Background: an optimization exercise with open tools, aiming at small area, a short achievable clock period and few clock cycles. Do not read the settings as production practice. Function was checked by simulation only, so behaviour that the tests miss may differ from the original. Power and IR drop assume default switching activity.

v16:
==> flow/design.v (excerpt) <==
module DT(
	input 			clk,
	input			reset,
	output	reg		done ,
	output	reg		sti_rd ,
	output	reg 	[9:0]	sti_addr ,
	input		[15:0]	sti_di,
	output	reg		res_wr ,
	output	reg		res_rd ,
	output	reg 	[13:0]	res_addr ,
	output		[7:0]	res_do,
	input		[7:0]	res_di,
	output  reg fwpass_finish
	);
export LEC_CHECK = 0
export CAP_MARGIN = 20
export CORE_MARGIN = 2
export CORE_UTILIZATION = 40
export SETUP_SLACK_MARGIN = 2.0
export SLEW_MARGIN = 20
create_clock -name core_clock -period 5.0 [get_ports {clk}]
run.sh (not shown) runs the stock make flow with config.mk's settings and CLKGATE_MAP_FILE= SYNTH_SCRIPT=/design/flow/synth_recipe.tcl, a recipe that flattens the netlist after the stock synthesis.
Testbench counts of v16, summed over its fixed seeds: cycles 587,452.
### v16 -> v48
--- a/flow/config.mk
+++ b/flow/config.mk
@@ -8,5 +8,7 @@
 export CAP_MARGIN = 20
 export CORE_MARGIN = 2
-export CORE_UTILIZATION = 40
+export CORE_UTILIZATION = 65
+export CTS_BUF_LIST = sky130_fd_sc_hd__clkbuf_8
+export CTS_CLUSTER_SIZE = 40
 export SETUP_SLACK_MARGIN = 2.0
 export SLEW_MARGIN = 20
## What came out
Non-clock buffer count (v48 over v16): decrease, 13%. Total power: v16 and v48 compared, lower one is v48. Worst slew margin relative to its limit (higher): v16. As of v48, routed wire length had fallen slightly compared to v16. v48 ran to completion and came out clean on the timing, design-rule and antenna checks. Global-route wire length before repair, v16 and v48: higher on v16.
--- input diff v48..v11 ---
==> flow/flow/run.sh (new file) <==
#!/bin/bash
# The standard layout, with the port buffers made from the smallest buffer cell.
set -euo pipefail
bash standard.sh 'BUFFER_PORTS_ARGS=-buffer_cell sky130_fd_sc_hd__buf_1' finish > layout.log 2>&1
==> flow/standard.sh (new file) <==
#!/bin/bash
# synth_recipe.tcl (not shown) runs the flow's synth.tcl, then flattens the netlist and writes it again
# the make line also repeats each setting of config.mk as NAME=value (left out here)
make -C /OpenROAD-flow-scripts/flow DESIGN_CONFIG=/design/flow/config.mk WORK_HOME=/design/flow/orfs CLKGATE_MAP_FILE= SYNTH_SCRIPT=/design/flow/synth_recipe.tcl "${@:-finish}"
--- a/flow/config.mk
+++ b/flow/config.mk
@@ -8,7 +8,8 @@
 export CAP_MARGIN = 20
 export CORE_MARGIN = 2
-export CORE_UTILIZATION = 65
+export CORE_UTILIZATION = 40
 export CTS_BUF_LIST = sky130_fd_sc_hd__clkbuf_8
 export CTS_CLUSTER_SIZE = 40
-export SETUP_SLACK_MARGIN = 2.0
+export PLACE_DENSITY = 0.8
+export SETUP_SLACK_MARGIN = 2.25
 export SLEW_MARGIN = 20
removed: flow/run.sh
Results
Against v48, finished layout cell area in v11 came out worse.
Diff v48 -> v11: routed wire length now smaller, proportion of cell area occupied by registers moved down, routed via count saw a decrease.
Power in v11 is about 1.8% higher than in v48
Diff v48..v11 | combinational fraction of design power | negligible
When v11 is set beside v48, its final worst slack turns out to be 110 ps larger.
Modified inputs, v15 compared to v11
--- a/flow/config.mk
+++ b/flow/config.mk
@@ -8,8 +8,8 @@
 export CAP_MARGIN = 20
 export CORE_MARGIN = 2
-export CORE_UTILIZATION = 40
+export CORE_UTILIZATION = 55
 export CTS_BUF_LIST = sky130_fd_sc_hd__clkbuf_8
 export CTS_CLUSTER_SIZE = 40
 export PLACE_DENSITY = 0.8
-export SETUP_SLACK_MARGIN = 2.25
+export SETUP_SLACK_MARGIN = 2.2
 export SLEW_MARGIN = 20
--- outcome ---
On v15: routability congestion estimate is about 3% lower than what v11 gave. Against v11 as the reference, v15 delivers a higher design internal power. Comparing v11 with v15, the combined flip-flop and latch cell area came out essentially unchanged. Of v15 and v11, it is v15 that has the lower global-route wire length before repair. Count of placed standard cells including taps for v15 is lower than for v11. v15 vs. v11: via count decreased 49; multi-input gate share of the layout cell area increased 0.18 points.
Inputs modified between v15 and v34:
--- a/flow/config.mk
+++ b/flow/config.mk
@@ -8,7 +8,8 @@
 export CAP_MARGIN = 20
 export CORE_MARGIN = 2
-export CORE_UTILIZATION = 55
+export CORE_UTILIZATION = 40
 export CTS_BUF_LIST = sky130_fd_sc_hd__clkbuf_8
-export CTS_CLUSTER_SIZE = 40
+export CTS_CLUSTER_DIAMETER = 200
+export CTS_CLUSTER_SIZE = 100
 export PLACE_DENSITY = 0.8
 export SETUP_SLACK_MARGIN = 2.2
==> comparison <==
- Higher met2 usage among v15 and v34: v15
- met2 layer wire length in the routed design grows by a few percent when moving from v15 to v34.
- Compared with v15, in v34 routed wire length per instance shrank by 0.56 um; met1 usage in global routing shrank by 11 points.
- Run comparison: v34 capturing element of the worst setup path rdo[0]; v15 capturing element of the worst setup path nb
- Sequential share of layout area: v15 vs v34 — no meaningful difference
- On later-pin clock latency in the skew report, v15 and v34 are neck and neck.
- Status: final net count parity (v34, v15)

v31:
The RTL this note starts from:
==> flow/design.v <==
`timescale 1ns/10ps
module DT(
	input 			clk,
	input			reset,
	output	reg		done ,
	output	reg		sti_rd ,
	output	reg 	[9:0]	sti_addr ,
	input		[15:0]	sti_di,
	output	reg		res_wr ,
	output	reg		res_rd ,
	output	reg 	[13:0]	res_addr ,
	output		[7:0]	res_do,
	input		[7:0]	res_di,
	output  reg fwpass_finish
	);
localparam OP_INIT  = 3'd0;
localparam OP_W     = 3'd1;    
localparam OP_RD    = 3'd2;    
localparam OP_FETCH = 3'd3;    
localparam OP_F     = 3'd4;    
localparam OP_FIX   = 3'd5;    
localparam OP_DONE  = 3'd6;
reg [2:0] op;
reg       bwd;
reg [1:0] slot;           
reg [5:0] far, mid;
reg       vf, vm;
reg       sh;             
reg [5:0] rdo;
reg       pred;
reg       nb;             
reg       la_any, la_more, la_adj, pos0;
reg [3:0] la_nx;          
assign res_do = {2'b00, rdo};
wire [6:0] arow = res_addr[13:7];
wire [6:0] acol = res_addr[6:0];
wire [3:0] apos = res_addr[3:0];
wire [5:0] di = res_di[5:0];
wire       c_fr = far < rdo;
wire       c_mr = mid < rdo;
wire       c_mf = mid < far;
wire       sel_r = !c_fr && !c_mr;
wire       sel_f = !sel_r && !c_mf;
wire [5:0] mk = sel_r ? rdo : (sel_f ? far : mid);        
wire [5:0] rdo1 = (&rdo) ? rdo : rdo + 6'd1;
wire [5:0] far1 = (&far) ? far : far + 6'd1;
wire [5:0] mid1 = (&mid) ? mid : mid + 6'd1;
wire [5:0] mk1 = sel_r ? rdo1 : (sel_f ? far1 : mid1);
wire [5:0] di1 = di + 6'd1;                              
wire       flt = di < rdo;
wire       fgt = rdo < di;
wire       dlt = flt && (di < far) && (di < mid);
wire [5:0] m1 = dlt ? di1 : mk1;
wire       mz = (mk == 6'd0) || (di == 6'd0);
wire [5:0] wf = sh ? far : mid;
wire       wvf = sh ? vf : vm;
wire       wvm = sh && vm;
wire       zks = (wvf && wf == 6'd0) || (wvm && mid == 6'd0);
wire [1:0] s0 = !wvf ? 2'd0 : !wvm ? 2'd1 : 2'd2;
wire [6:0] rowp1 = arow + 7'd1;
wire [6:0] rowm1 = arow - 7'd1;
wire [6:0] colp1 = acol + 7'd1;
wire [6:0] colp2 = acol + 7'd2;
wire [6:0] colm1 = acol - 7'd1;
wire [6:0] colm2 = acol - 7'd2;
wire [6:0] colps = (s0 == 2'd0) ? acol : (s0 == 2'd1) ? colp1 : colp2;
wire [6:0] colms = (s0 == 2'd0) ? acol : (s0 == 2'd1) ? colm1 : colm2;
wire [15:0] bits;                        
genvar gi;
generate for (gi = 0; gi < 16; gi = gi + 1) begin : g_bits
	assign bits[gi] = sti_di[15-gi];
end endgenerate
wire [3:0] nbi = (op == OP_W) ? apos + 4'd2 : apos;
wire       nb_n = bits[nbi];
wire inter_n = (arow != 7'd0) && (arow != 7'd127) && (acol <= 7'd125);
wire objn = inter_n && nb;
wire [15:0] meff = bits & {bits[14:0], 1'b1};
wire [15:0] msh = {meff[14:0], 1'b0};
wire        refresh = sti_rd;           
integer k;
reg [15:0] below;
always @(*) begin
	for (k = 0; k < 16; k = k + 1) below[k] = refresh || (k < la_nx);
end
wire [15:0] cand = meff & below;
wire [7:0] a1, m1t, i1;
wire [3:0] a2, m2; wire [7:0] i2;
wire [1:0] a3, m3; wire [5:0] i3;
generate for (gi = 0; gi < 8; gi = gi + 1) begin : g_t1
	assign a1[gi] = cand[2*gi+1] | cand[2*gi];
	assign m1t[gi] = cand[2*gi+1] & cand[2*gi];
	assign i1[gi] = cand[2*gi+1];
end endgenerate
generate for (gi = 0; gi < 4; gi = gi + 1) begin : g_t2
	assign a2[gi] = a1[2*gi+1] | a1[2*gi];
	assign m2[gi] = m1t[2*gi+1] | m1t[2*gi] | (a1[2*gi+1] & a1[2*gi]);
	assign i2[2*gi+1] = a1[2*gi+1];
	assign i2[2*gi] = a1[2*gi+1] ? i1[2*gi+1] : i1[2*gi];
end endgenerate
generate for (gi = 0; gi < 2; gi = gi + 1) begin : g_t3
	assign a3[gi] = a2[2*gi+1] | a2[2*gi];
	assign m3[gi] = m2[2*gi+1] | m2[2*gi] | (a2[2*gi+1] & a2[2*gi]);
	assign i3[3*gi+2] = a2[2*gi+1];
	assign i3[3*gi+1:3*gi] = a2[2*gi+1] ? i2[4*gi+3:4*gi+2] : i2[4*gi+1:4*gi];
end endgenerate
wire       s_any = a3[1] | a3[0];
wire       s_more = m3[1] | m3[0] | (a3[1] & a3[0]);
wire [3:0] s_nx = a3[1] ? {1'b1, i3[5:3]} : {1'b0, i3[2:0]};
wire       s_adj = refresh ? (pos0 && meff[15]) : msh[la_nx];
wire       wany = |meff;
reg [2:0] n_op; reg n_bwd; reg [1:0] n_slot;
reg [5:0] n_far, n_mid; reg n_vf, n_vm, n_sh;
reg [5:0] n_rdo; reg n_pred;
reg [13:0] n_addr; reg n_rd, n_wr, n_srd; reg [9:0] n_saddr; reg n_done, n_fw;
reg mv;                   
reg n_pos0;
reg [2:0] np_op;
reg np_mv, np_one, np_srd, np_done, np_rd, np_wr, np_pos0;
reg [13:0] np_addr;
wire lastw = (sti_addr == 10'd8);
always @(*) begin
	np_op = OP_FETCH; np_mv = 1'b0; np_one = 1'b0; np_srd = 1'b0; np_done = 1'b0;
	np_rd = 1'b0; np_wr = 1'b0; np_addr = res_addr; np_pos0 = pos0;
	if (sti_rd) begin
		if (op == OP_FETCH && !wany) begin
			if (lastw) begin np_op = OP_DONE; np_done = 1'b1; end
			else begin np_srd = 1'b1; np_pos0 = 1'b0; end
		end
	end else if (la_any) begin
		np_mv = 1'b1; np_rd = 1'b1; np_pos0 = (la_nx == 4'd0);
		np_srd = !la_more && !lastw;
		if (la_adj && !zks) begin
			np_op = OP_RD; np_addr = {rowp1, colms};
		end else begin
			np_op = OP_F; np_wr = 1'b1; np_one = 1'b1; np_addr = {sti_addr, la_nx};
		end
	end else if (lastw) begin
		np_op = OP_DONE; np_done = 1'b1;
	end else begin
		np_srd = 1'b1; np_pos0 = 1'b0;
	end
end
wire fix = (op == OP_F) && (res_wr ? flt : fgt);
wire [5:0] rval = (op == OP_F && flt) ? di : rdo;
always @(*) begin
	n_op = op; n_bwd = bwd; n_slot = slot;
	n_far = far; n_mid = mid; n_vf = vf; n_vm = vm; n_sh = sh;
	n_rdo = rdo; n_pred = pred;
	n_addr = res_addr; n_rd = 1'b0; n_wr = 1'b0; n_srd = 1'b0; n_saddr = sti_addr;
	n_done = 1'b0; n_fw = 1'b0; mv = 1'b0; n_pos0 = pos0;
	case (op)
	OP_INIT: begin
		n_bwd = 1'b0; n_op = OP_W; n_wr = 1'b1; n_addr = 14'd0; n_rdo = 6'd0;
		n_saddr = 10'd1; n_vf = 1'b0; n_vm = 1'b0; n_sh = 1'b0;
	end
	OP_W: begin
		if (sti_rd) n_saddr = sti_addr + 10'd1;
		if (res_addr == 14'd16383) begin
			n_op = OP_FETCH; n_bwd = 1'b1; n_srd = 1'b1; n_saddr = 10'd1015;
			n_pred = 1'b1; n_pos0 = 1'b0;
		end else begin
			n_far = wf; n_vf = wvf; n_vm = wvm; n_sh = 1'b0;
			if (objn && !(rdo == 6'd0 || zks)) begin
				n_op = OP_RD; n_slot = s0; n_rd = 1'b1;
				n_addr = {rowm1, colps};
			end else begin
				n_op = OP_W; n_wr = 1'b1; n_rdo = {5'd0, objn};
				n_addr = {(acol == 7'd127) ? rowp1 : arow, colp1};
				n_srd = (apos == 4'hd); n_fw = (res_addr == 14'd16382);
			end
		end
	end
	OP_RD: begin
		if (slot == 2'd2) begin
			n_far = mid; n_mid = di; n_vf = 1'b1; n_vm = 1'b1; n_sh = 1'b1;
			n_rdo = m1;
			if (!bwd) begin
				n_op = OP_W; n_wr = 1'b1; n_srd = (apos == 4'hf);
				n_addr = {rowp1, colm1};
			end else begin
				n_op = OP_F; n_rd = 1'b1; n_wr = pred || mz;
				n_addr = {rowm1, colp1};
			end
		end else begin
			if (slot == 2'd0) begin n_far = di; n_vf = 1'b1; end
			else begin n_mid = di; n_vm = 1'b1; end
			n_slot = slot + 2'd1; n_op = OP_RD; n_rd = 1'b1;
			n_addr = {arow, bwd ? colm1 : colp1};
		end
	end
	OP_DONE: begin
		n_done = 1'b1;
	end
	default: begin  
		if (op == OP_F) n_pred = !flt;
		if (fix) begin
			n_op = OP_FIX; n_wr = 1'b1; n_rdo = rval;
		end else begin
			n_op = np_op; n_slot = s0; n_addr = np_addr;
			n_rd = np_rd; n_wr = np_wr; n_srd = np_srd; n_done = np_done;
			n_pos0 = np_pos0; mv = np_mv;
			n_rdo = np_one ? 6'd1 : rval;
			if (np_srd) n_saddr = sti_addr - 10'd1;
			if (np_mv) begin
				n_sh = 1'b0;
				if (la_adj) begin
					n_far = wf; n_vf = wvf; n_vm = wvm;
				end else begin
					n_vf = 1'b0; n_vm = 1'b0;
				end
			end
		end
	end
	endcase
end
always @(posedge clk or negedge reset) begin
	if (!reset) begin
		op <= OP_INIT; res_rd <= 1'b0; res_wr <= 1'b0; sti_rd <= 1'b0;
		done <= 1'b0; fwpass_finish <= 1'b0;
	end else begin
		op <= n_op; res_rd <= n_rd; res_wr <= n_wr; sti_rd <= n_srd;
		done <= n_done; fwpass_finish <= n_fw;
	end
end
always @(posedge clk) begin
	bwd <= n_bwd; slot <= n_slot;
	far <= n_far; mid <= n_mid; vf <= n_vf; vm <= n_vm; sh <= n_sh;
	rdo <= n_rdo; pred <= n_pred; pos0 <= n_pos0;
	res_addr <= n_addr; sti_addr <= n_saddr;
	if (!bwd) begin
		if (op != OP_RD || slot == 2'd2) nb <= nb_n;
	end
	if (bwd && (refresh || mv)) begin
		la_any <= s_any; la_more <= s_more; la_nx <= s_nx; la_adj <= s_adj;
	end
end
endmodule
clock: 5.0 ns
lec_check: 0
cap_margin: 20
core_margin: 2
core_utilization: 40
setup_slack_margin: 2.5
slew_margin: 20
Stock flow here: none of the scripts above is used.
Looking at the reports, v31 completed the entire flow and the layout it produced met the timing, design-rule and antenna checks.
Testbench counts of v31, summed over its fixed seeds: cycles 587,452.
Setup changes, v31 to v41
Settings: swapping 2.5 for 2.0 in SETUP_SLACK_MARGIN; putting CTS_BUF_LIST at sky130_fd_sc_hd__clkbuf_8 where nothing was set; swapping 40 for 65 in CORE_UTILIZATION; putting CTS_CLUSTER_SIZE at 40 where nothing was set.
### Flow results
v41 -> v31: mean instance size in the synthesized netlist delta 0, exact match
As far as number of top-level pins goes, v41 and v31 are indistinguishable; the numbers are identical.
Compared with v31, v41 shows a shortest clock period the worst path allows after layout that is 0.21 ns higher.
Compared with v31, in v41 total combinational power -23%; fraction of area in registers +3.3 points; met3 track demand over resource in global routing +2.4 points.
Diff v31 -> v41: buffers plus inverters on the worst setup path decreased by 2 relative to the old numbers, synthesis-to-finish area growth decreased 19 points.
For v33, these inputs were changed with respect to v41:
Settings: changing SETUP_SLACK_MARGIN from 2.0 to 2.2; setting PLACE_DENSITY to 0.8 for the first time; changing CORE_UTILIZATION from 65 to 40.
==> flow/flow/run.sh (new file) <==
#!/bin/bash
# The standard layout, with the port buffers made from the smallest buffer cell.
set -euo pipefail
bash standard.sh 'BUFFER_PORTS_ARGS=-buffer_cell sky130_fd_sc_hd__buf_1' finish > layout.log 2>&1
==> flow/standard.sh (new file) <==
#!/bin/bash
# synth_recipe.tcl (not shown) runs the flow's synth.tcl, then flattens the netlist and writes it again
# the make line also repeats each setting of config.mk as NAME=value (left out here)
make -C /OpenROAD-flow-scripts/flow DESIGN_CONFIG=/design/flow/config.mk WORK_HOME=/design/flow/orfs CLKGATE_MAP_FILE= SYNTH_SCRIPT=/design/flow/synth_recipe.tcl "${@:-finish}"
removed: flow/run.sh
--- outcome ---
- v33 vs. v41: total via count in the routed design went down by 95.
- The die area reported for v33 is greater than that of v41 by about 60%.
- v41 has higher met3 usage than v33.
- Between v41 and v33, the area taken by flip-flops and latches does not differ in any meaningful way.
- Global-route wire length before repair (higher): v41

## afterwards: timing with drivers on the ports
The flow's constraints put no driver on any port. The routed layouts listed below were extracted and timed again, unchanged, in two steps.
Step 1: set_driving_cell puts a clkbuf_16 on clk and a buf_2 on each other input, an assumption about the parent block.
Step 2, shift: input delay + t, output delay - t, t = (earliest + latest rising clock arrival at the registers) / 2. This alone moves slack from input paths to output paths.
a / b / c = ideal ports / drivers / drivers and shift; a / b = the first two.
| run | shift t [ns] | slack for setup (ns) | worst hold slack (ns) | worst setup path at the end | slew at the worst register clock pin (ns) |
|---|---|---|---|---|---|
| v16 | 0.387 | 2.011 / 2.033 / 1.646 | 0.551 / 0.551 / 0.551 | input to register | 0.06 / 0.06 |
| v48 | 0.396 | 2.036 / 2.046 / 1.651 | 0.566 / 0.566 / 0.566 | input to register | 0.09 / 0.09 |
| v11 | 0.407 | 2.142 / 2.160 / 1.752 | 0.542 / 0.543 / 0.581 | input to register | 0.08 / 0.08 |
| v15 | 0.399 | 2.233 / 2.233 / 1.853 | 0.562 / 0.562 / 0.562 | input to register | 0.08 / 0.08 |
| v34 | 0.415 | 2.219 / 2.234 / 1.820 | 0.533 / 0.531 / 0.566 | input to register | 0.08 / 0.08 |
| v31 | 0.385 | 2.236 / 2.218 / 1.833 | 0.580 / 0.580 / 0.580 | input to register | 0.06 / 0.06 |
| v41 | 0.389 | 2.031 / 2.034 / 1.645 | 0.586 / 0.586 / 0.586 | input to register | 0.09 / 0.09 |
| v33 | 0.398 | 2.127 / 2.127 / 1.756 | 0.585 / 0.585 / 0.585 | input to register | 0.08 / 0.08 |
After both steps setup and hold are still met in every run listed. The setup slack of v31, which loses most, moves by -0.018 ns with the drivers and by -0.403 ns with both steps.
